This is an optimization exercise on Yosys and OpenROAD, whose aim is small area and a short achievable clock period, not a production implementation.
At most, simulation tests tie the RTL to the original design; equivalence was not proved.
Function not checked in run 4: the RTL went through the layout flow alone.
Power is estimated from default activity; no workload was simulated.

[flow/design.v]
module Top_module(
    First_Num,
    Second_Num,
    Target_Num,
    Clock,
    Reset,
    Result
    );
	input [31:0] First_Num;
	input [31:0] Second_Num;
	input [31:0] Target_Num;
	input Clock, Reset;
	output reg [1:0] Result;
	wire [31:0] m1 = ~(First_Num ^ Target_Num);  
	wire [31:0] x2 = Second_Num ^ Target_Num;     
	wire hit1 = &m1;
	wire hit2 = ~|x2;
	reg st_0_0;
	reg st_0_1;
	reg st_0_2;
	reg st_0_3;
	reg st_1_0;
	reg st_1_1;
	reg st_1_2;
	reg st_1_3;
	reg st_1_4;
	reg st_1_5;
	reg st_1_6;
	reg st_2_0;
	reg st_2_1;
	reg st_2_2;
	reg st_2_3;
	reg st_2_4;
	reg st_2_5;
	reg st_2_6;
	reg st_2_7;
	reg st_2_8;
	reg st_3_0;
	reg st_3_1;
	reg st_3_2;
	reg st_3_3;
	reg st_4_0;
	reg st_5_0;
	reg st_6_0;
	reg st_7_0;
	reg st_7_1;
	reg st_8_0;
	reg st_9_0;
	wire q1, q2;
	csa_fa u_q1 (.a(st_0_0), .b(st_0_1), .c(st_0_2), .s(q1), .co(q2));
	wire q3, q4;
	csa_fa u_q3 (.a(st_1_0), .b(st_1_1), .c(st_1_2), .s(q3), .co(q4));
	wire q5, q6;
	csa_fa u_q5 (.a(st_1_3), .b(st_1_4), .c(st_1_5), .s(q5), .co(q6));
	wire q7, q8;
	csa_fa u_q7 (.a(st_1_6), .b(q2), .c(q3), .s(q7), .co(q8));
	wire q9, q10;
	csa_fa u_q9 (.a(st_2_0), .b(st_2_1), .c(st_2_2), .s(q9), .co(q10));
	wire q11, q12;
	csa_fa u_q11 (.a(st_2_3), .b(st_2_4), .c(st_2_5), .s(q11), .co(q12));
	wire q13, q14;
	csa_fa u_q13 (.a(st_2_6), .b(st_2_7), .c(st_2_8), .s(q13), .co(q14));
	wire q15, q16;
	csa_fa u_q15 (.a(q4), .b(q6), .c(q11), .s(q15), .co(q16));
	wire q17, q18;
	csa_fa u_q17 (.a(q13), .b(q9), .c(q8), .s(q17), .co(q18));
	wire q19, q20;
	csa_fa u_q19 (.a(st_3_0), .b(st_3_1), .c(st_3_2), .s(q19), .co(q20));
	wire q21, q22;
	csa_fa u_q21 (.a(st_3_3), .b(q10), .c(q12), .s(q21), .co(q22));
	wire q23, q24;
	csa_fa u_q23 (.a(q14), .b(q19), .c(q16), .s(q23), .co(q24));
	wire q25 = q21 ^ q18;
	wire q26 = q21 & q18;
	wire q27, q28;
	csa_fa u_q27 (.a(st_4_0), .b(q20), .c(q22), .s(q27), .co(q28));
	wire q29 = q24 ^ q27;
	wire q30 = q24 & q27;
	wire q31 = st_5_0 ^ q28;
	wire q32 = st_5_0 & q28;
	wire n1, n2;
	csa_fa u_n1 (.a(st_0_3), .b(q1), .c(m1[0]), .s(n1), .co(n2));
	wire n3, n4;
	csa_fa u_n3 (.a(m1[10]), .b(m1[11]), .c(m1[12]), .s(n3), .co(n4));
	wire n5, n6;
	csa_fa u_n5 (.a(m1[13]), .b(m1[14]), .c(m1[15]), .s(n5), .co(n6));
	wire n7, n8;
	csa_fa u_n7 (.a(m1[16]), .b(m1[17]), .c(m1[18]), .s(n7), .co(n8));
	wire n9, n10;
	csa_fa u_n9 (.a(m1[19]), .b(m1[1]), .c(m1[20]), .s(n9), .co(n10));
	wire n11, n12;
	csa_fa u_n11 (.a(m1[21]), .b(m1[22]), .c(m1[23]), .s(n11), .co(n12));
	wire n13, n14;
	csa_fa u_n13 (.a(m1[24]), .b(m1[25]), .c(m1[26]), .s(n13), .co(n14));
	wire n15, n16;
	csa_fa u_n15 (.a(m1[27]), .b(m1[28]), .c(m1[29]), .s(n15), .co(n16));
	wire n17, n18;
	csa_fa u_n17 (.a(m1[2]), .b(m1[30]), .c(m1[31]), .s(n17), .co(n18));
	wire n19, n20;
	csa_fa u_n19 (.a(m1[3]), .b(m1[4]), .c(m1[5]), .s(n19), .co(n20));
	wire n21, n22;
	csa_fa u_n21 (.a(m1[6]), .b(m1[7]), .c(m1[8]), .s(n21), .co(n22));
	wire n23, n24;
	csa_fa u_n23 (.a(m1[9]), .b(x2[0]), .c(x2[10]), .s(n23), .co(n24));
	wire n25, n26;
	csa_fa u_n25 (.a(x2[11]), .b(x2[12]), .c(x2[13]), .s(n25), .co(n26));
	wire n27, n28;
	csa_fa u_n27 (.a(x2[14]), .b(x2[15]), .c(x2[16]), .s(n27), .co(n28));
	wire n29, n30;
	csa_fa u_n29 (.a(x2[17]), .b(x2[18]), .c(x2[19]), .s(n29), .co(n30));
	wire n31, n32;
	csa_fa u_n31 (.a(x2[1]), .b(x2[20]), .c(x2[21]), .s(n31), .co(n32));
	wire n33, n34;
	csa_fa u_n33 (.a(x2[22]), .b(x2[23]), .c(x2[24]), .s(n33), .co(n34));
	wire n35, n36;
	csa_fa u_n35 (.a(x2[25]), .b(x2[26]), .c(x2[27]), .s(n35), .co(n36));
	wire n37, n38;
	csa_fa u_n37 (.a(x2[28]), .b(x2[29]), .c(x2[2]), .s(n37), .co(n38));
	wire n39, n40;
	csa_fa u_n39 (.a(x2[30]), .b(x2[31]), .c(x2[3]), .s(n39), .co(n40));
	wire n41, n42;
	csa_fa u_n41 (.a(x2[4]), .b(x2[5]), .c(x2[6]), .s(n41), .co(n42));
	wire n43, n44;
	csa_fa u_n43 (.a(x2[7]), .b(x2[8]), .c(x2[9]), .s(n43), .co(n44));
	wire n45, n46;
	csa_fa u_n45 (.a(n1), .b(n11), .c(n13), .s(n45), .co(n46));
	wire n47, n48;
	csa_fa u_n47 (.a(n15), .b(n17), .c(n19), .s(n47), .co(n48));
	wire n49, n50;
	csa_fa u_n49 (.a(n21), .b(n23), .c(n25), .s(n49), .co(n50));
	wire n51, n52;
	csa_fa u_n51 (.a(n27), .b(n29), .c(n3), .s(n51), .co(n52));
	wire n53, n54;
	csa_fa u_n53 (.a(n31), .b(n33), .c(n35), .s(n53), .co(n54));
	wire n55, n56;
	csa_fa u_n55 (.a(n37), .b(n39), .c(n41), .s(n55), .co(n56));
	wire n57, n58;
	csa_fa u_n57 (.a(n43), .b(n5), .c(n7), .s(n57), .co(n58));
	wire n59, n60;
	csa_fa u_n59 (.a(n9), .b(n45), .c(n47), .s(n59), .co(n60));
	wire n61, n62;
	csa_fa u_n61 (.a(n49), .b(n51), .c(n53), .s(n61), .co(n62));
	wire n63, n64;
	csa_fa u_n63 (.a(q5), .b(q7), .c(n10), .s(n63), .co(n64));
	wire n65, n66;
	csa_fa u_n65 (.a(n12), .b(n14), .c(n16), .s(n65), .co(n66));
	wire n67, n68;
	csa_fa u_n67 (.a(n18), .b(n2), .c(n20), .s(n67), .co(n68));
	wire n69, n70;
	csa_fa u_n69 (.a(n22), .b(n24), .c(n26), .s(n69), .co(n70));
	wire n71, n72;
	csa_fa u_n71 (.a(n28), .b(n30), .c(n32), .s(n71), .co(n72));
	wire n73, n74;
	csa_fa u_n73 (.a(n34), .b(n36), .c(n38), .s(n73), .co(n74));
	wire n75, n76;
	csa_fa u_n75 (.a(n4), .b(n40), .c(n42), .s(n75), .co(n76));
	wire n77, n78;
	csa_fa u_n77 (.a(n44), .b(n6), .c(n8), .s(n77), .co(n78));
	wire n79, n80;
	csa_fa u_n79 (.a(n46), .b(n48), .c(n50), .s(n79), .co(n80));
	wire n81, n82;
	csa_fa u_n81 (.a(n52), .b(n54), .c(n56), .s(n81), .co(n82));
	wire n83, n84;
	csa_fa u_n83 (.a(n58), .b(n63), .c(n65), .s(n83), .co(n84));
	wire n85, n86;
	csa_fa u_n85 (.a(n67), .b(n69), .c(n71), .s(n85), .co(n86));
	wire n87, n88;
	csa_fa u_n87 (.a(n73), .b(n75), .c(n77), .s(n87), .co(n88));
	wire n89, n90;
	csa_fa u_n89 (.a(q15), .b(q17), .c(n64), .s(n89), .co(n90));
	wire n91, n92;
	csa_fa u_n91 (.a(n66), .b(n68), .c(n70), .s(n91), .co(n92));
	wire n93, n94;
	csa_fa u_n93 (.a(n72), .b(n74), .c(n76), .s(n93), .co(n94));
	wire n95 = q23 ^ q25;
	wire n96 = q23 & q25;
	wire n97, n98;
	csa_fa u_n97 (.a(q26), .b(q29), .c(n96), .s(n97), .co(n98));
	wire n99, n100;
	csa_fa u_n99 (.a(q30), .b(q31), .c(n98), .s(n99), .co(n100));
	wire n101, n102;
	csa_fa u_n101 (.a(st_6_0), .b(q32), .c(n100), .s(n101), .co(n102));
	wire n103 = st_7_0 ^ st_7_1;
	wire n104 = st_7_0 & st_7_1;
	wire n105 = st_8_0 ^ n104;
	wire n106 = st_8_0 & n104;
	wire n107 = st_9_0 ^ n106;
	wire [9:0] ra = {st_9_0, st_8_0, st_7_0, st_6_0, q30, q26, q23, q15, q5, st_0_3};
	wire [9:0] rb = {1'b0, 1'b0, st_7_1, q32, q31, q29, q25, q17, q7, q1};
	wire [9:0] tot = ra + rb;
	wire d_neg  = tot[9];
	wire d_zero = &(~((ra ^ rb) ^ {ra[8:0] | rb[8:0], 1'b0}));
	reg [3:0] cnt;
	always @(posedge Clock or posedge Reset) begin
		if (Reset) begin
			st_0_0 <= 1'b0;
			st_0_1 <= 1'b0;
			st_0_2 <= 1'b0;
			st_0_3 <= 1'b0;
			st_1_0 <= 1'b0;
			st_1_1 <= 1'b0;
			st_1_2 <= 1'b0;
			st_1_3 <= 1'b0;
			st_1_4 <= 1'b0;
			st_1_5 <= 1'b0;
			st_1_6 <= 1'b0;
			st_2_0 <= 1'b0;
			st_2_1 <= 1'b0;
			st_2_2 <= 1'b0;
			st_2_3 <= 1'b0;
			st_2_4 <= 1'b0;
			st_2_5 <= 1'b0;
			st_2_6 <= 1'b0;
			st_2_7 <= 1'b0;
			st_2_8 <= 1'b0;
			st_3_0 <= 1'b0;
			st_3_1 <= 1'b0;
			st_3_2 <= 1'b0;
			st_3_3 <= 1'b0;
			st_4_0 <= 1'b0;
			st_5_0 <= 1'b1;
			st_6_0 <= 1'b1;
			st_7_0 <= 1'b1;
			st_7_1 <= 1'b0;
			st_8_0 <= 1'b0;
			st_9_0 <= 1'b1;
		end else begin
			st_0_0 <= n55;
			st_0_1 <= n57;
			st_0_2 <= n59;
			st_0_3 <= n61;
			st_1_0 <= n60;
			st_1_1 <= n62;
			st_1_2 <= n79;
			st_1_3 <= n81;
			st_1_4 <= n83;
			st_1_5 <= n85;
			st_1_6 <= n87;
			st_2_0 <= n78;
			st_2_1 <= n80;
			st_2_2 <= n82;
			st_2_3 <= n84;
			st_2_4 <= n86;
			st_2_5 <= n88;
			st_2_6 <= n89;
			st_2_7 <= n91;
			st_2_8 <= n93;
			st_3_0 <= n90;
			st_3_1 <= n92;
			st_3_2 <= n94;
			st_3_3 <= n95;
			st_4_0 <= n97;
			st_5_0 <= n99;
			st_6_0 <= n101;
			st_7_0 <= n102;
			st_7_1 <= n103;
			st_8_0 <= n105;
			st_9_0 <= n107;
		end
	end
	always @(posedge Clock or posedge Reset) begin
		if (Reset) begin
			Result <= 2'b00;
			cnt <= 4'd0;
		end else begin
			cnt <= cnt + 4'd1;
			if (Result == 2'b00) begin
				if (hit1 | hit2)
					Result <= {hit2, hit1};
				else if (cnt[3] & cnt[0])  
					Result <= {d_neg | d_zero, ~d_neg};
			end
		end
	end
endmodule
module csa_fa(a, b, c, s, co);
	input a, b, c;
	output s, co;
	assign s = a ^ b ^ c;
	assign co = (a & b) | (a & c) | (b & c);
endmodule
[flow/flow/run.sh]
#!/bin/bash
# Standard ORFS layout (the standard.sh), except that:
# - the port buffers are the platform's smallest plain buffer instead of the
#   delay buffer buffer_ports picks by default (every port still gets one);
# - clock tree synthesis uses small clock buffers and adds no dummy loads.
set -euo pipefail
bash standard.sh \
  "BUFFER_PORTS_ARGS=-buffer_cell sky130_fd_sc_hd__buf_1" \
  "CTS_ARGS=-sink_clustering_enable -repair_clock_nets -dont_use_dummy_load -buf_list {sky130_fd_sc_hd__clkbuf_4 sky130_fd_sc_hd__clkbuf_8}" \
  finish > standard_make.log 2>&1
[flow/standard.sh]
#!/bin/bash
# synth_recipe.tcl (not shown) runs the flow's synth.tcl, then flattens the netlist and writes it again
# the make line also repeats each setting of config.mk as NAME=value (left out here)
make -C /OpenROAD-flow-scripts/flow DESIGN_CONFIG=/design/flow/config.mk WORK_HOME=/design/flow/orfs CLKGATE_MAP_FILE= SYNTH_SCRIPT=/design/flow/synth_recipe.tcl "${@:-finish}"
[flow/config.mk]
export PLATFORM = sky130hd
export DESIGN_NAME = Top_module
export DESIGN_NICKNAME = Top_module
export VERILOG_FILES = /design/flow/design.v
export SDC_FILE = /design/flow/constraint.sdc
export NUM_CORES = 4
export LEC_CHECK = 0
export CAP_MARGIN = 20
export CORE_MARGIN = 2
export CORE_UTILIZATION = 40
export SLEW_MARGIN = 20
export SYNTH_HIERARCHICAL = 1
[flow/constraint.sdc]
create_clock -name core_clock -period 10.0 [get_ports {Clock}]
set_input_delay 2.0000 -clock core_clock [delete_from_list [all_inputs] [get_ports {Clock}]]
set_output_delay 2.0000 -clock core_clock [all_outputs]
set_load 0.01 [all_outputs]
==> results of run 1 <==
## critical path: cells and delay by family
| kind | cells | cell delay, ns |
|---|---|---|
| xor+xnor | 1 | 0.30 |
| fa+ha+maj | 3 | 1.52 |
| buf+inv | 1 | 0.13 |
## how the worst max path moves through the flow
| stage | start | to | slack, ns | cells past startpoint |
|---|---|---|---|---|
| 6_report | Target_Num[15] | st_0_3 | 6.20 | 5 |
| 5_1_grt | Target_Num[15] | st_0_3 | 6.11 | 5 |
| 4_1_cts | Target_Num[15] | st_0_3 | 6.19 | 5 |
| 3_5_place_dp | Target_Num[15] | st_0_3 | 5.88 | 5 |
| 3_3_place_gp | Target_Num[15] | st_0_3 | 5.92 | 5 |
| 2_1_floorplan | First_Num[7] | st_0_3 | 6.19 | 4 |
## Yosys stat by module (local to each module, per instance)
module | area, sq um | cells inside
csa_fa | 20.0 | 1
Top_module | 2190 | 198
## area by class of cell
class / instances / area, sq um
Timing Repair Buffer: 100 / 379
Sequential cell: 37 / 931
Tap cell: 105 / 131
Clock buffer: 5 / 68.8
Multi-Input combinational cell: 205 / 2450
Fill cell: 763 / 4270
Inverter: 19 / 71.3
## placed cells by master (no fill, tap or decap), drive strengths merged, types with 3 or more instances in the layout
cell type / count
buf: 100
fa: 63
xnor2: 40
xor2: 34
dfrtp: 33
ha: 21
inv: 19
nor4: 12
nand4: 11
clkbuf: 5
nand2: 4
dfstp: 4
nand3: 3
a21oi: 3
## per-layer routing
metal	vias to the layer above	track usage, %	part of all wire, %
met5	-	0	0
met4	0	4.44	1.5
met3	10	2.96	4.3
met2	72	27.9	51
met1	1115	22.5	44
li1	1073	-	-
## per-stage QoR
| stage | worst slack (ns) | utilization [%] | power (W) | instance area, sq um | cells |
|---|---|---|---|---|---|
| 3_5_place_dp | 5.88 | 47.8 | 0.00172 | 3960 | 466 |
| 5_1_grt | 6.11 | 48.6 | 0.00204 | 4030 | 471 |
| 3_3_place_gp | 5.92 | 47.8 | 0.00170 | 3960 | 466 |
| 4_1_cts | 6.19 | 48.6 | 0.00183 | 4030 | 471 |
| 2_1_floorplan | 6.19 | - | 0.00138 | 3450 | 261 |
| 6_report | 6.20 | 48.6 | 0.00179 | 4030 | 471 |
## kinds of logic after synthesis
| group | Yosys count | share of synthesized area, % |
|---|---|---|
| fa+ha+maj | 84 | 44.1 |
| compound gates | 12 | 2.35 |
| flops | 37 | 27.0 |
| simple gates | 35 | 5.72 |
| xor+xnor | 74 | 18.8 |
| buf+inv | 19 | 2.07 |
## power by group through the flow
stage          clock network, W  registers [W]  logic [W]
2_1_floorplan                 0       0.000288    0.00109
6_report              0.0000931       0.000294    0.00140
5_1_grt                0.000104       0.000304    0.00163
3_3_place_gp                  0       0.000296    0.00141
4_1_cts               0.0000967       0.000296    0.00144
3_5_place_dp                  0       0.000298    0.00142
==> summary.txt, run 1 <==
Timing
  – WHS: 0.481 ns
  – Slew @ Worst Pin: 0.466 ns
  – Fin. Hold Viols: 0
  – Max-slew headroom: 69.0%
  – Endpoints failing setup: 0
  – Maximum clock rate: 0.263 GHz
  – Tcrit/Tclk final: 38.0%
  – Post-route minimum period: 3.80 ns
  – Final Slew Violations: 0
  – Setup TNS Final: 0 ns
  – Clock Skew: 0.0196 ns
  – RSZ-0062 raised after global routing: false

Power and ir drop
  – Int Pwr: 0.000965 W
  – VDD IR max: 0.225 mV
  – Psw: 0.000825 W
  – Sequential power share: 16.4%
  – Comb pwr share: 78.4%
  – Leakage: 1.59 nW
  – Clk pwr share: 5.2%
  – Pwr Density: 444 mW/mm^2
  – Sw Ratio: 46.1%

Worst setup path
  – Worst Path Arrival: 3.96 ns
  – CP Cell Sequence: buf_1 > xor2_1 > fa_1 > fa_1 > fa_1
  – Worst setup EP type: flip-flop
  – Slowest cell on crit path: fa_1
  – Worst-path maximum fanout: 2
  – Worst reg2reg setup slack: 6.39 ns
  – Top cell by count, worst path: fa_1
  – Reg-to-Reg Start: st_1_0
  – CP Launch Type: primary input
  – R2R depth: 11
  – R2R Path End: Result[1]
  – CP Class: primary input to flip-flop
  – CP peak stage delay: 0.58 ns
  – Worst endpoint required time: 10.16 ns

Global routing
  – Vias in the first global route: 2543
  – Initial antenna violation count: 0
  – GRT Residual Overflow: 0
  – First-pass GRT wire length: 12300 microns
  – Largest net degree at the start of global routing: 38
  – All-Layer GR Usage: 16.7%

Synthesis
  – Most frequent cell after synthesis: fa_1
  – Synthesized area: 0.00345 sq mm
  – Synth area leader: fa_1
  – Share of the synthesized area in the top cell type: 36.5%
  – Mapped Nets: 443
  – Post-synth cell types: 22
  – Yosys reg bits: 37
  – Post-synthesis sequential area ratio: 27.0%
  – Syn Inst Count: 261
  – Top cells by area, synth: fa_1, dfrtp_1, xnor2_1
  – Synth top cells by count: fa_1, xnor2_1, xor2_1, dfrtp_1, ha_1
  – Post-synth ARST share: 100%
  – Synth Flop Type: dfrtp_1
  – Number of synthesized flops with an enable pin: 0
  – Post-Syn Area per Cell: 13.2 sq um
  – Yosys warnings: 7

Finish
  – Most flops, register: cnt
  – Area Overhead vs Synth: 16.8%
  – Biggest regs: cnt: 4 flops, Result: 2 flops
  – Layout cell share with drive strength beyond 1: 2.73%
  – Ant diodes: 0
  – Nets: 550
  – Max reg flops: 4

CTS
  – Clk latency of the worst-skew pair: 0.29 ns
  – Setup repair bufs after CTS: 0
  – Max H-tree Level: 2
  – Hold-fix buffers, CTS: 0
  – CTS max path bufs: 2
  – CTS sink cnt: 37
  – Register clock-pin slew on the reported worst setup and hold paths: 0.08 ns
  – Num CTS Buffers: 5
  – Root Buffer: clkbuf_8
  – CTS tree: built
  – PostCTS Resize Cnt: 0

Run status
  – Status: timing/DRC/antenna clean

Place
  – GPL Wtd Cong: 0.901
  – Post-DP HPWL: 6830 microns
  – Input/output buffers: 99

Drt
  – Post-DR wirelength/cell: 15.7 microns
  – Initial DRC count: 67
  – DR vias: 2270
  – Antenna viol nets, final: 0
  – First-pass DRT Iterations: 4
  – Routed vias/inst: 4.82
  – Drc violations: 0
  – Final wirelength: 7380 microns

Floorplan
  – Die area: 0.00939 sq mm
  – IO Count: 100
  – CORE AREA: 0.00830 sq mm
  – Row cnt: 33
  – Die W: 96.9 microns
  – Initial Util: 41.6%
  – Die H: 96.9 microns

Hold path
  – Hold Path Sink: cnt[3]
  – Min-delay src: cnt[3]
  – Worst hold-check path type: flip-flop to flip-flop
  – Worst Hold Depth: 1

Job
  – Max Cap Viol: 0
==> run 2: changes to the inputs <==
--- a/flow/flow/run.sh
+++ b/flow/flow/run.sh
@@ -6,5 +6,5 @@
 set -euo pipefail
 bash standard.sh \
   "BUFFER_PORTS_ARGS=-buffer_cell sky130_fd_sc_hd__buf_1" \
-  "CTS_ARGS=-sink_clustering_enable -repair_clock_nets -dont_use_dummy_load -buf_list {sky130_fd_sc_hd__clkbuf_4 sky130_fd_sc_hd__clkbuf_8}" \
+  "CTS_ARGS=-sink_clustering_enable -repair_clock_nets -dont_use_dummy_load -root_buf sky130_fd_sc_hd__clkbuf_4 -buf_list {sky130_fd_sc_hd__clkbuf_2 sky130_fd_sc_hd__clkbuf_4}" \
   finish > standard_make.log 2>&1
==> summary.txt, run 2 <==
Floorplan
  – Die area: 0.00939 sq mm (unchanged)
  – IO Count: 100 (unchanged)
  – Initial Util: 41.6% (unchanged)
  – Die W: 96.9 microns (unchanged)
  – CORE AREA: 0.00830 sq mm (unchanged)
  – Row cnt: 33 (unchanged)
  – Die H: 96.9 microns (unchanged)

Place
  – Input/output buffers: 99 (unchanged)
  – Cell Area, Placed: 0.00396 sq mm (unchanged)
  – Post-DP HPWL: 6830 microns (unchanged)
  – GPL Wtd Cong: 0.901 (unchanged)
  – Placed cell count: 466 (unchanged)

Worst setup path
  – Slowest cell on crit path: fa_1
  – R2R Path End: Result[1]
  – CP Launch Type: primary input
  – Worst-path maximum fanout: 2 (unchanged)
  – Worst setup EP type: flip-flop
  – Worst reg2reg setup slack: 6.39 ns (about the same)
  – CP peak stage delay: 0.58 ns (about the same)
  – CP Class: primary input to flip-flop
  – CP Cell Sequence: buf_1 > xor2_1 > fa_1 > fa_1 > fa_1
  – Top cell by count, worst path: fa_1
  – Worst Path Arrival: 3.95 ns (about the same)
  – Critical Path Sink: st_0_3
  – Worst endpoint required time: 10.22 ns (+0.06 ns)
  – Crit path launch: Target_Num[15]
  – Reg-to-Reg Start: st_2_0
  – R2R depth: 11 (unchanged)

Synthesis
  – Syn Inst Count: 261 (unchanged)
  – Top cells by area, synth: fa_1, dfrtp_1, xnor2_1
  – Mapped Nets: 443 (unchanged)
  – Share of the synthesized area in the top cell type: 36.5% (unchanged)
  – Post-synth cell types: 22 (unchanged)
  – Post-synth ARST share: 100% (unchanged)
  – Synth top cells by count: fa_1, xnor2_1, xor2_1, dfrtp_1, ha_1
  – Synthesized area: 0.00345 sq mm (unchanged)
  – Most frequent cell after synthesis: fa_1
  – Yosys reg bits: 37 (unchanged)
  – Yosys warnings: 7 (unchanged)
  – Synth Flop Type: dfrtp_1
  – Synth area leader: fa_1
  – Post-synthesis sequential area ratio: 27.0% (unchanged)
  – Post-Syn Area per Cell: 13.2 sq um (unchanged)
  – Number of synthesized flops with an enable pin: 0 (unchanged)

Finish
  – Max reg flops: 4 (unchanged)
  – Area Overhead vs Synth: 15.9%
  – Post-layout utilization of the core: 48.2% (-0.38 points)
  – Most common cell after layout, fill and taps aside: buf_1
  – Commonest non-fill, non-tap cells in the layout: buf_1, fa_1, xnor2_1, xor2_1, dfrtp_1
  – Nets: 550 (unchanged)
  – Most flops, register: cnt
  – Final instance area: 0.00400 sq mm (-0.78%)
  – Finished Layout Cells: 471 (unchanged)
  – Ant diodes: 0 (unchanged)
  – Layout cell share with drive strength beyond 1: 2.73% (unchanged)
  – Biggest regs: cnt: 4 flops, Result: 2 flops

Timing
  – Slew @ Worst Pin: 0.466 ns (+0.0000800 ns)
  – Setup TNS Final: 0 ns (unchanged)
  – Clock Skew: 0.0386 ns (+0.0191 ns)
  – Fin. Hold Viols: 0 (unchanged)
  – Maximum clock rate: 0.268 GHz (+1.7%)
  – Post-route minimum period: 3.73 ns (-0.0639 ns)
  – Final Slew Violations: 0 (unchanged)
  – RSZ-0062 raised after global routing: false
  – Endpoints failing setup: 0 (unchanged)
  – Tcrit/Tclk final: 37.3% (-0.64 points)
  – Max-slew headroom: 69.0% (about the same)

Global routing
  – First-pass GRT wire length: 12300 microns (-0.11%)
  – GRT Residual Overflow: 0 (unchanged)
  – Met3 usage: 2.96% (unchanged)
  – Initial antenna violation count: 0 (unchanged)
  – Largest net degree at the start of global routing: 38 (unchanged)
  – All-Layer GR Usage: 16.5% (-0.12 points)
  – Vias in the first global route: 2547 (+0.16%)
  – Met2 Use GR: 27.8% (-0.11 points)
  – GR peak layer: met2
  – GR Util met1: 22.5% (unchanged)

CTS
  – CTS tree: built
  – Max H-tree Level: 2 (unchanged)
  – CTS sink cnt: 37 (unchanged)
  – Hold-fix buffers, CTS: 0 (unchanged)
  – CTS max path bufs: 2 (unchanged)
  – Register clock-pin slew on the reported worst setup and hold paths: 0.12 ns (+0.04 ns)
  – Root Buffer: clkbuf_4
  – Num CTS Buffers: 5 (unchanged)
  – PostCTS Resize Cnt: 0 (unchanged)
  – Clk latency of the worst-skew pair: 0.34 ns (+0.05 ns)
  – Setup repair bufs after CTS: 0 (unchanged)

Run status
  – Status: timing/DRC/antenna clean

Drt
  – Routed vias/inst: 4.83 (+0.18%)
  – DR vias: 2274 (+0.18%)
  – First-pass DRT Iterations: 4 (unchanged)
  – Initial DRC count: 59 (-12%)
  – Drc violations: 0 (unchanged)
  – Post-DR wirelength/cell: 15.6 microns (-0.41%)
  – Antenna viol nets, final: 0 (unchanged)
  – Final wirelength: 7350 microns (-0.41%)

Hold path
  – Min-delay src: cnt[3]
  – Worst hold-check path type: flip-flop to flip-flop

Power and ir drop
  – Pwr Density: 442 mW/mm^2 (-0.46%)
  – VDD IR max: 0.224 mV (-0.30%)
  – Leakage: 1.58 nW (-0.81%)

Job
  – Max Cap Viol: 0 (unchanged)
[run 2: cell types whose count changed in the layout (fill, tap and decap cells not counted)]
cell,previous run,this run
clkbuf_8,5,0
clkbuf_4,0,5
[run 2: kinds of logic (layout without fill, tap and decap cells)]
kind of cell / after synthesis / in the layout / synth area share [%]
adders and majority gates: 84 / 84 / 44.1
xor gates and xnor gates: 74 / 74 / 18.8
DFF: 37 / 37 / 27.0
and+or+nand+nor: 35 / 35 / 5.72
buffers and inverters: 19 / 124 / 2.07
AOI/OAI and AO/OA: 12 / 12 / 2.35
[run 2: modules after synthesis (local to each module, per instance)]
| module | area (sq um) | copies in the design | flip-flops and latches | cells |
|---|---|---|---|---|
| Top_module | 2190 | 1 | 37 | 198 |
| csa_fa | 20.0 | 63 | 0 | 1 |
[run 2: worst min path at each step]
stage	to	slack [ns]	depth (start not counted)
after floorplan	cnt[2]	0.44	1
after global placement	cnt[2]	0.46	1
after detailed placement	cnt[2]	0.47	1
after CTS	cnt[2]	0.49	1
after global routing	cnt[0]	0.51	1
final	cnt[3]	0.49	1
[run 2: layout make-up]
cell class | instances | area [sq um]
flip-flops and latches | 37 | 931
multi-input cells | 205 | 2450
fillers | 769 | 4300
inverters | 19 | 71.3
repair buffers | 100 | 379
well taps | 105 | 131
clock buffers | 5 | 37.5
[run 2: worst max-delay path: cells and delay by family]
kind	cells	cell delay (ns)
xor+xnor	1	0.30
fa+ha+maj	3	1.52
buf+inv	1	0.13
[run 2: power breakdown]
part           switching [W]  internal [W]
Sequential         0.0000407      0.000252
Combinational       0.000739      0.000668
Clock              0.0000444     0.0000235
Total               0.000824      0.000944
[run 2: stage by stage]
step | total power (W) | hold WS, ns | worst slack, ns
floorplan | 0.00138 | 0.439 | 6.19
global placement | 0.00170 | 0.459 | 5.92
detailed placement | 0.00172 | 0.466 | 5.88
CTS | 0.00181 | 0.489 | 6.25
global route | 0.00201 | 0.511 | 6.18
finish | 0.00177 | 0.487 | 6.27
[run 2: metal layers]
| metal | wire length, microns | vias to the layer above |
|---|---|---|
| met3 | 346 | 9 |
| met2 | 3730 | 75 |
| met1 | 3180 | 1116 |
| met4 | 95 | 0 |
| met5 | 0 | - |
| li1 | - | 1074 |
==> run 3: changes to the inputs <==
==> flow/flow/run.sh (replaced) <==
#!/bin/bash
# Standard ORFS layout (the standard.sh), except that:
# - the port buffers are the platform's smallest plain buffer instead of the
#   delay buffer buffer_ports picks by default (every port still gets one);
# - clock tree synthesis uses small clock buffers and adds no dummy loads;
# - timing repair aims for 6.35 ns of setup slack (a 3.65 ns critical path).
set -euo pipefail
bash standard.sh \
  "BUFFER_PORTS_ARGS=-buffer_cell sky130_fd_sc_hd__buf_1" \
  "CTS_ARGS=-sink_clustering_enable -repair_clock_nets -dont_use_dummy_load -root_buf sky130_fd_sc_hd__clkbuf_4 -buf_list {sky130_fd_sc_hd__clkbuf_2 sky130_fd_sc_hd__clkbuf_4}" \
  SETUP_SLACK_MARGIN=6.35 \
  finish > standard_make.log 2>&1
==> summary.txt, run 3 <==
Synthesis
  – Post-synth cell types: 22 (unchanged)
  – Synthesized area: 0.00345 sq mm (unchanged)
  – Synth top cells by count: fa_1, xnor2_1, xor2_1, dfrtp_1, ha_1
  – Synth area leader: fa_1
  – Share of the synthesized area in the top cell type: 36.5% (unchanged)
  – Post-synth ARST share: 100% (unchanged)
  – Top cells by area, synth: fa_1, dfrtp_1, xnor2_1
  – Mapped Nets: 443 (unchanged)
  – Synth Flop Type: dfrtp_1
  – Yosys reg bits: 37 (unchanged)
  – Yosys warnings: 7 (unchanged)
  – Post-Syn Area per Cell: 13.2 sq um (unchanged)
  – Number of synthesized flops with an enable pin: 0 (unchanged)
  – Post-synthesis sequential area ratio: 27.0% (unchanged)
  – Most frequent cell after synthesis: fa_1
  – Syn Inst Count: 261 (unchanged)

Finish
  – Nets: 555 (+0.91%)
  – Final instance area: 0.00471 sq mm (+18%)
  – Most flops, register: cnt
  – Commonest non-fill, non-tap cells in the layout: buf_1, fa_1, dfrtp_1, xnor2_2
  – Area Overhead vs Synth: 36.4%
  – Multi-input gate area: 0.00304 sq mm (+24%)
  – Most common cell after layout, fill and taps aside: buf_1
  – Fill cells: 695 (-9.6%)
  – FF+latch area: 931 sq um (unchanged)
  – Max reg flops: 4 (unchanged)
  – Ant diodes: 0 (unchanged)
  – Layout cell share with drive strength beyond 1: 32.3% (+30 points)
  – Biggest regs: cnt: 4 flops, Result: 2 flops

Job
  – Max Cap Viol: 0 (unchanged)

Hold path
  – Worst hold-check path type: flip-flop to flip-flop

CTS
  – Register clock-pin slew on the reported worst setup and hold paths: 0.11 ns (about the same)
  – Hold-fix buffers, CTS: 0 (unchanged)
  – Root Buffer: clkbuf_4
  – CTS max path bufs: 2 (unchanged)
  – Num CTS Buffers: 5 (unchanged)
  – Max H-tree Level: 2 (unchanged)
  – CTS tree: built
  – Clk latency of the worst-skew pair: 0.34 ns (about the same)
  – CTS sink cnt: 37 (unchanged)

Floorplan
  – Die area: 0.00939 sq mm (unchanged)
  – IO Count: 100 (unchanged)
  – Row cnt: 33 (unchanged)
  – Initial Util: 41.6% (unchanged)
  – Die H: 96.9 microns (unchanged)
  – Die W: 96.9 microns (unchanged)
  – CORE AREA: 0.00830 sq mm (unchanged)

Worst setup path
  – Worst-path maximum fanout: 2 (unchanged)
  – CP Class: primary input to flip-flop
  – Worst setup EP type: flip-flop
  – CP Launch Type: primary input
  – Worst Path Arrival: 3.89 ns (-0.06 ns)
  – Worst endpoint required time: 10.25 ns (+0.03 ns)

Global routing
  – All-Layer GR Usage: 17.1% (+0.62 points)
  – GRT Residual Overflow: 0 (unchanged)
  – GR peak layer: met2
  – First-pass GRT wire length: 12600 microns (+2.0%)
  – Met3 usage: 3.61% (+0.65 points)
  – Initial antenna violation count: 0 (unchanged)
  – Largest net degree at the start of global routing: 38 (unchanged)
  – GR Util met1: 23.3% (+0.84 points)
  – Vias in the first global route: 2570 (+0.90%)
  – Met2 Use GR: 29.2% (+1.4 points)

Timing
  – Setup WS post-layout: 6.36 ns (+0.0922 ns)
  – Max-slew headroom: 68.9% (-0.097 points)
  – Post-route minimum period: 3.64 ns (-0.0922 ns)
  – Clock Skew: 0.0307 ns (-0.00795 ns)
  – Maximum clock rate: 0.275 GHz (+2.5%)
  – Tcrit/Tclk final: 36.4% (-0.92 points)
  – RSZ-0062 raised after global routing: true
  – Final Slew Violations: 0 (unchanged)
  – Setup TNS Final: 0 ns (unchanged)
  – Slew @ Worst Pin: 0.467 ns (+0.00146 ns)
  – Fin. Hold Viols: 0 (unchanged)
  – WHS: 0.477 ns (-0.00960 ns)
  – Endpoints failing setup: 0 (unchanged)

Power and ir drop
  – Leakage: 1.93 nW (+23%)
  – Pwr Density: 394 mW/mm^2 (-11%)
  – VDD IR max: 0.281 mV (+26%)

Drt
  – Initial DRC count: 41 (-31%)
  – Antenna viol nets, final: 0 (unchanged)
  – Routed vias/inst: 4.74 (-1.9%)
  – First-pass DRT Iterations: 4 (unchanged)
  – Final wirelength: 7520 microns (+2.3%)
  – Post-DR wirelength/cell: 15.8 microns (+1.3%)
  – Drc violations: 0 (unchanged)
  – DR vias: 2255 (-0.84%)

Place
  – Cell Area, Placed: 0.00426 sq mm (+7.5%)
  – Setup Slack @ Placement: 5.89 ns (+0.00346 ns)
  – Post-DP HPWL: 6780 microns (-0.77%)
  – GPL Wtd Cong: 0.845 (-6.1%)
  – Input/output buffers: 99 (unchanged)

Run status
  – Status: timing/DRC/antenna clean
run 3: cell count changes in the layout (fill, tap and decap cells not counted), sizes merged:
cell and delta:
clkbuf +20, buf -15
run 3: logic make-up after synthesis:
| kind of cell | synth area share [%] |
|---|---|
| buf+inv | 2.07 |
| simple gates | 5.72 |
| fa+ha+maj | 44.1 |
| compound gates | 2.35 |
| flops | 27.0 |
| xor+xnor | 18.8 |
run 3: critical path: stages:
cell      delay (ns)
clkbuf_2        0.13
xor2_4          0.21
fa_2            0.48
fa_1            0.53
fa_1            0.54
run 3: report_power, final:
part / internal, W / switching (W)
registers: 0.000252 / 0.0000424
logic: 0.000728 / 0.000767
clock network: 0.0000235 / 0.0000431
run 3: path summary, 6_finish.rpt:
| kind | slack (ns) | start | endpoint | cells past startpoint |
|---|---|---|---|---|
| min | 0.48 | cnt[3] | cnt[3] | 1 |
| max in group asynchronous | 7.91 | Reset | st_9_0 | 3 |
| max | 6.36 | Second_Num[25] | st_0_3 | 5 |
| max reg2reg | 6.49 | st_1_0 | st_6_0 | 8 |
| min in group asynchronous | 1.71 | Reset | st_4_0 | 3 |
| min reg2reg | 0.48 | cnt[3] | cnt[3] | 1 |
run 3: per-module statistics from Yosys, one instance, submodules excluded:
module	times used	cell area [sq um]	flip-flops and latches	cells
Top_module	1	2190	37	198
csa_fa	63	20.0	0	1
run 3: repair_timing:
action / 4_1_cts / 5_1_grt
buffers inserted: 2 / 3
pin swaps: 12 / 28
resized for setup: 23 / 73
endpoints found under the setup margin: 5 / 9
run 3: metrics by stage:
| step | power [W] | cells | utilization (%) |
|---|---|---|---|
| detailed placement | 0.00172 | 466 | 51.3 |
| finish | 0.00186 | 476 | 56.8 |
| CTS | 0.00183 | 473 | 53.3 |
| global route | 0.00212 | 476 | 56.8 |
| global placement | 0.00171 | 466 | 51.3 |
| floorplan | 0.00139 | 261 | - |
run 3: area by class of cell:
class / instances / area share (%)
tap: 105 / 2.79
timing repair buffer: 105 / 10.7
clock buffer: 5 / 0.797
sequential: 37 / 19.8
inverter: 19 / 1.51
multi-input combinational: 205 / 64.5
run 3: layer usage:
metal / wire [microns] / part of all wire (%) / vias up
met3: 333 / 4.4 / 5
met2: 4010 / 53 / 73
met5: 0 / 0 / -
met4: 20 / 0.27 / 0
met1: 3160 / 42 / 1123
li1: - / - / 1054
==> run 4: changes to the inputs <==
--- a/flow/design.v
+++ b/flow/design.v
@@ -39,6 +39,7 @@
 	reg st_3_1;
 	reg st_3_2;
 	reg st_3_3;
+	reg st_3_4;
 	reg st_4_0;
 	reg st_5_0;
 	reg st_6_0;
@@ -67,11 +68,11 @@
 	wire q19, q20;
 	csa_fa u_q19 (.a(st_3_0), .b(st_3_1), .c(st_3_2), .s(q19), .co(q20));
 	wire q21, q22;
-	csa_fa u_q21 (.a(st_3_3), .b(q10), .c(q12), .s(q21), .co(q22));
+	csa_fa u_q21 (.a(st_3_3), .b(st_3_4), .c(q10), .s(q21), .co(q22));
 	wire q23, q24;
-	csa_fa u_q23 (.a(q14), .b(q19), .c(q16), .s(q23), .co(q24));
-	wire q25 = q21 ^ q18;
-	wire q26 = q21 & q18;
+	csa_fa u_q23 (.a(q12), .b(q14), .c(q19), .s(q23), .co(q24));
+	wire q25, q26;
+	csa_fa u_q25 (.a(q16), .b(q21), .c(q23), .s(q25), .co(q26));
 	wire q27, q28;
 	csa_fa u_q27 (.a(st_4_0), .b(q20), .c(q22), .s(q27), .co(q28));
 	wire q29 = q24 ^ q27;
@@ -172,20 +173,18 @@
 	csa_fa u_n91 (.a(n66), .b(n68), .c(n70), .s(n91), .co(n92));
 	wire n93, n94;
 	csa_fa u_n93 (.a(n72), .b(n74), .c(n76), .s(n93), .co(n94));
-	wire n95 = q23 ^ q25;
-	wire n96 = q23 & q25;
+	wire n95 = q26 ^ q29;
+	wire n96 = q26 & q29;
 	wire n97, n98;
-	csa_fa u_n97 (.a(q26), .b(q29), .c(n96), .s(n97), .co(n98));
+	csa_fa u_n97 (.a(q30), .b(q31), .c(n96), .s(n97), .co(n98));
 	wire n99, n100;
-	csa_fa u_n99 (.a(q30), .b(q31), .c(n98), .s(n99), .co(n100));
-	wire n101, n102;
-	csa_fa u_n101 (.a(st_6_0), .b(q32), .c(n100), .s(n101), .co(n102));
-	wire n103 = st_7_0 ^ st_7_1;
-	wire n104 = st_7_0 & st_7_1;
-	wire n105 = st_8_0 ^ n104;
-	wire n106 = st_8_0 & n104;
-	wire n107 = st_9_0 ^ n106;
-	wire [9:0] ra = {st_9_0, st_8_0, st_7_0, st_6_0, q30, q26, q23, q15, q5, st_0_3};
+	csa_fa u_n99 (.a(st_6_0), .b(q32), .c(n98), .s(n99), .co(n100));
+	wire n101 = st_7_0 ^ st_7_1;
+	wire n102 = st_7_0 & st_7_1;
+	wire n103 = st_8_0 ^ n102;
+	wire n104 = st_8_0 & n102;
+	wire n105 = st_9_0 ^ n104;
+	wire [9:0] ra = {st_9_0, st_8_0, st_7_0, st_6_0, q30, q26, q18, q15, q5, st_0_3};
 	wire [9:0] rb = {1'b0, 1'b0, st_7_1, q32, q31, q29, q25, q17, q7, q1};
 	wire [9:0] tot = ra + rb;
 	wire d_neg  = tot[9];
@@ -217,6 +216,7 @@
 			st_3_1 <= 1'b0;
 			st_3_2 <= 1'b0;
 			st_3_3 <= 1'b0;
+			st_3_4 <= 1'b0;
 			st_4_0 <= 1'b0;
 			st_5_0 <= 1'b1;
 			st_6_0 <= 1'b1;
@@ -248,14 +248,15 @@
 			st_3_0 <= n90;
 			st_3_1 <= n92;
 			st_3_2 <= n94;
-			st_3_3 <= n95;
-			st_4_0 <= n97;
-			st_5_0 <= n99;
-			st_6_0 <= n101;
-			st_7_0 <= n102;
-			st_7_1 <= n103;
-			st_8_0 <= n105;
-			st_9_0 <= n107;
+			st_3_3 <= q18;
+			st_3_4 <= q25;
+			st_4_0 <= n95;
+			st_5_0 <= n97;
+			st_6_0 <= n99;
+			st_7_0 <= n100;
+			st_7_1 <= n101;
+			st_8_0 <= n103;
+			st_9_0 <= n105;
 		end
 	end
 	always @(posedge Clock or posedge Reset) begin
==> flow/flow/run.sh (replaced) <==
#!/bin/bash
# Standard ORFS layout (the standard.sh), except that:
# - the port buffers are the platform's smallest plain buffer instead of the
#   delay buffer buffer_ports picks by default (every port still gets one);
# - clock tree synthesis uses small clock buffers and adds no dummy loads.
set -euo pipefail
bash standard.sh \
  "BUFFER_PORTS_ARGS=-buffer_cell sky130_fd_sc_hd__buf_1" \
  "CTS_ARGS=-sink_clustering_enable -repair_clock_nets -dont_use_dummy_load -buf_list {sky130_fd_sc_hd__clkbuf_4 sky130_fd_sc_hd__clkbuf_8}" \
  finish > standard_make.log 2>&1
==> summary.txt, run 4 <==
Run status
  – Status: timing/DRC/antenna clean

Place
  – GPL Wtd Cong: 0.893 (+5.6%)
  – Input/output buffers: 99 (unchanged)
  – Post-DP HPWL: 6910 microns (+2.0%)
  – Placed cell count: 466 (unchanged)

Global routing
  – Largest net degree at the start of global routing: 39 (+2.6%)
  – All-Layer GR Usage: 16.8% (-0.36 points)
  – First-pass GRT wire length: 12400 microns (-0.99%)
  – Vias in the first global route: 2677 (+4.2%)
  – Initial antenna violation count: 0 (unchanged)
  – GRT Residual Overflow: 0 (unchanged)

CTS
  – Register clock-pin slew on the reported worst setup and hold paths: 0.08 ns (-0.03 ns)
  – PostCTS Resize Cnt: 0 (-100%)
  – Num CTS Buffers: 5 (unchanged)
  – Clk latency of the worst-skew pair: 0.29 ns (-0.05 ns)
  – Root Buffer: clkbuf_8
  – Setup repair bufs after CTS: 0 (-2)
  – CTS tree: built
  – Hold-fix buffers, CTS: 0 (unchanged)
  – CTS max path bufs: 2 (unchanged)
  – Max H-tree Level: 2 (unchanged)
  – CTS sink cnt: 38 (+2.7%)

Synthesis
  – Post-Syn Area per Cell: 13.3 sq um (+0.36%)
  – Most frequent cell after synthesis: fa_1
  – Yosys warnings: 7 (unchanged)
  – Syn Inst Count: 261 (unchanged)
  – Post-synth cell types: 22 (unchanged)
  – Post-synth ARST share: 100% (unchanged)
  – Top cells by area, synth: fa_1, dfrtp_1, xnor2_1
  – Synth area leader: fa_1
  – Mapped Nets: 442 (-0.23%)
  – Number of synthesized flops with an enable pin: 0 (unchanged)
  – Synthesized area: 0.00347 sq mm (+0.36%)
  – Synth top cells by count: fa_1, xnor2_1, dfrtp_1, xor2_1, ha_1
  – Share of the synthesized area in the top cell type: 36.4% (-0.13 points)
  – Post-synthesis sequential area ratio: 27.6% (+0.62 points)
  – Synth Flop Type: dfrtp_1
  – Yosys reg bits: 38 (+2.7%)

Worst setup path
  – Reg-to-Reg Start: st_2_0
  – CP bufs+invs: 1 (unchanged)
  – Worst Path Arrival: 3.99 ns (+0.10 ns)
  – Worst path depth: 5 (unchanged)
  – R2R depth: 11 (+3)
  – CP Cell Sequence: buf_1 > xor2_1 > fa_1 > fa_1 > fa_1
  – Delay-heaviest family, CP: adder cells
  – CP peak stage delay: 0.58 ns (+0.04 ns)
  – Worst reg2reg setup slack: 6.56 ns (+0.07 ns)
  – Worst setup EP type: flip-flop
  – Critical Path Sink: st_0_3
  – Top cell by count, worst path: fa_1
  – Worst endpoint required time: 10.15 ns (-0.10 ns)
  – CP Launch Type: primary input
  – R2R Path End: Result[1]
  – CP Class: primary input to flip-flop
  – Crit path launch: Target_Num[15]
  – Slowest cell on crit path: fa_1
  – Worst-path maximum fanout: 2 (unchanged)

Timing
  – Maximum clock rate: 0.261 GHz (-5.1%)
  – Endpoints failing setup: 0 (unchanged)
  – Fin. Hold Viols: 0 (unchanged)
  – WHS: 0.469 ns (-0.00780 ns)
  – Setup TNS Final: 0 ns (unchanged)
  – Post-route minimum period: 3.84 ns (+0.197 ns)
  – RSZ-0062 raised after global routing: false
  – Max-slew headroom: 68.6% (-0.26 points)
  – Clock Skew: 0.0242 ns (-0.00643 ns)
  – Final Slew Violations: 0 (unchanged)
  – Slew @ Worst Pin: 0.471 ns (+0.00394 ns)
  – Tcrit/Tclk final: 38.4% (+2.0 points)

Floorplan
  – CORE AREA: 0.00830 sq mm (unchanged)
  – Initial Util: 41.8% (+0.15 points)
  – IO Count: 100 (unchanged)
  – Row cnt: 33 (unchanged)
  – Die W: 97.1 microns (+0.18%)
  – Die H: 97.1 microns (+0.18%)
  – Die area: 0.00943 sq mm (+0.35%)

Power and ir drop
  – VDD IR max: 0.245 mV (-13%)
  – Pwr Density: 438 mW/mm^2 (+11%)
  – Leakage: 1.59 nW (-17%)

Finish
  – Commonest non-fill, non-tap cells in the layout: buf_1, fa_1, xnor2_1, dfrtp_1, xor2_1
  – Max reg flops: 4 (unchanged)
  – Nets: 549 (-1.1%)
  – Most common cell after layout, fill and taps aside: buf_1
  – Biggest regs: cnt: 4 flops, Result: 2 flops
  – Most flops, register: cnt
  – Layout cell share with drive strength beyond 1: 2.73% (-30 points)
  – Area Overhead vs Synth: 16.7%
  – Finished Layout Cells: 471 (-1.1%)
  – Ant diodes: 0 (unchanged)

Drt
  – Final wirelength: 7460 microns (-0.89%)
  – Drc violations: 0 (unchanged)
  – Initial DRC count: 97 (+140%)
  – Routed vias/inst: 4.89 (+3.2%)
  – DR vias: 2302 (+2.1%)
  – Antenna viol nets, final: 0 (unchanged)
  – First-pass DRT Iterations: 4 (unchanged)
  – Post-DR wirelength/cell: 15.8 microns (+0.16%)

Job
  – Max Cap Viol: 0 (unchanged)

Hold path
  – Worst hold-check path type: flip-flop to flip-flop
## run 4: through the flow
| stage | setup slack, ns | total power, W | instance area, sq um | utilization, % |
|---|---|---|---|---|
| after floorplan | 6.19 | 0.00136 | 3470 | - |
| after global placement | 5.90 | 0.00167 | 3980 | 47.9 |
| after detailed placement | 5.86 | 0.00170 | 3980 | 47.9 |
| after CTS | 6.17 | 0.00181 | 4050 | 48.7 |
| after global routing | 6.13 | 0.00202 | 4050 | 48.7 |
| final | 6.16 | 0.00177 | 4050 | 48.7 |
## run 4: cells by family (layout without fill, tap and decap cells)
| kind of cell | Yosys count | count (layout) | synth area share [%] |
|---|---|---|---|
| adder cells (fa/ha/maj) | 83 | 83 | 43.6 |
| XOR/XNOR | 74 | 74 | 18.7 |
| flip-flops | 38 | 38 | 27.6 |
| AND/OR/NAND/NOR | 35 | 35 | 5.70 |
| buffers and inverters | 19 | 124 | 2.06 |
| AO/OA/AOI/OAI | 12 | 12 | 2.35 |
## run 4: worst reg2reg max path: cells and delay by family (launching register included)
kind                       cells  cell delay (ns)
DFF                            1             0.41
buffers and inverters          1             0.07
adders and majority gates      5             1.87
and+or+nand+nor                2             0.46
AOI/OAI and AO/OA              3             0.53
## run 4: worst min-delay path by stage
stage | end | slack, ns | cells after the start | start
after floorplan | cnt[2] | 0.44 | 1 | cnt[2]
after global placement | cnt[2] | 0.46 | 1 | cnt[2]
after detailed placement | cnt[2] | 0.46 | 1 | cnt[2]
after CTS | cnt[2] | 0.48 | 1 | cnt[2]
after global routing | cnt[3] | 0.49 | 1 | cnt[3]
final | cnt[2] | 0.47 | 1 | cnt[2]
## run 4: where the power goes
part,leakage (nW),switching [W],internal (W),total (W)
Combinational,1.12,0.000727,0.000657,0.00138
Clock,0.0359,0.0000461,0.0000448,0.0000909
Sequential,0.443,0.0000422,0.000256,0.000298
Total,1.59,0.000816,0.000957,0.00177
## run 4: metal layers
| layer | vias to the layer above | GRT usage [%] | wire (microns) |
|---|---|---|---|
| met1 | 1121 | 23.0 | 3110 |
| met4 | 0 | 4.88 | 158 |
| met3 | 15 | 2.09 | 380 |
| li1 | 1068 | - | - |
| met5 | - | 0 | 0 |
| met2 | 98 | 28.3 | 3810 |
## run 4: final cells by class
| type | count | area, sq um |
|---|---|---|
| fill | 745 | 4250 |
| timing repair buffer | 100 | 379 |
| multi-input combinational | 204 | 2440 |
| tap | 105 | 131 |
| inverter | 19 | 71.3 |
| clock buffer | 5 | 68.8 |
| sequential | 38 | 956 |
## run 4: modules after synthesis, one instance, submodules excluded
module	times used	cells
csa_fa	63	1
Top_module	1	198

what the ideal ports hide:
No port has a modelled driver above. Below, the same layouts with a new extraction and two added sets of constraints. Step 1 (the two cells are an assumption about what drives the block):
set clk [get_ports {Clock}]
set_driving_cell -lib_cell sky130_fd_sc_hd__clkbuf_16 $clk
set_driving_cell -lib_cell sky130_fd_sc_hd__buf_2 [delete_from_list [all_inputs] $clk]
Step 2 moves the port delays by t, midway between the first and last clock arrival at a register: inputs arrive t later, outputs are due t later. That takes back most of the time a late clock gives input paths. Three values: ideal, step 1, step 2; two values: the first two.
run	t (ns)	slack for setup (ns)	hold slack, ns
run 1	0.307	6.203 / 6.208 / 5.900	0.481 / 0.481 / 0.481
run 2	0.347	6.267 / 6.270 / 5.923	0.487 / 0.487 / 0.487
run 3	0.343	6.359 / 6.351 / 6.008	0.477 / 0.477 / 0.477
run 4	0.304	6.163 / 6.166 / 5.862	0.469 / 0.469 / 0.469
After both steps setup and hold are still met in every run listed. The setup slack of run 3, which loses most, moves by -0.008 ns with the drivers and by -0.351 ns with both steps.
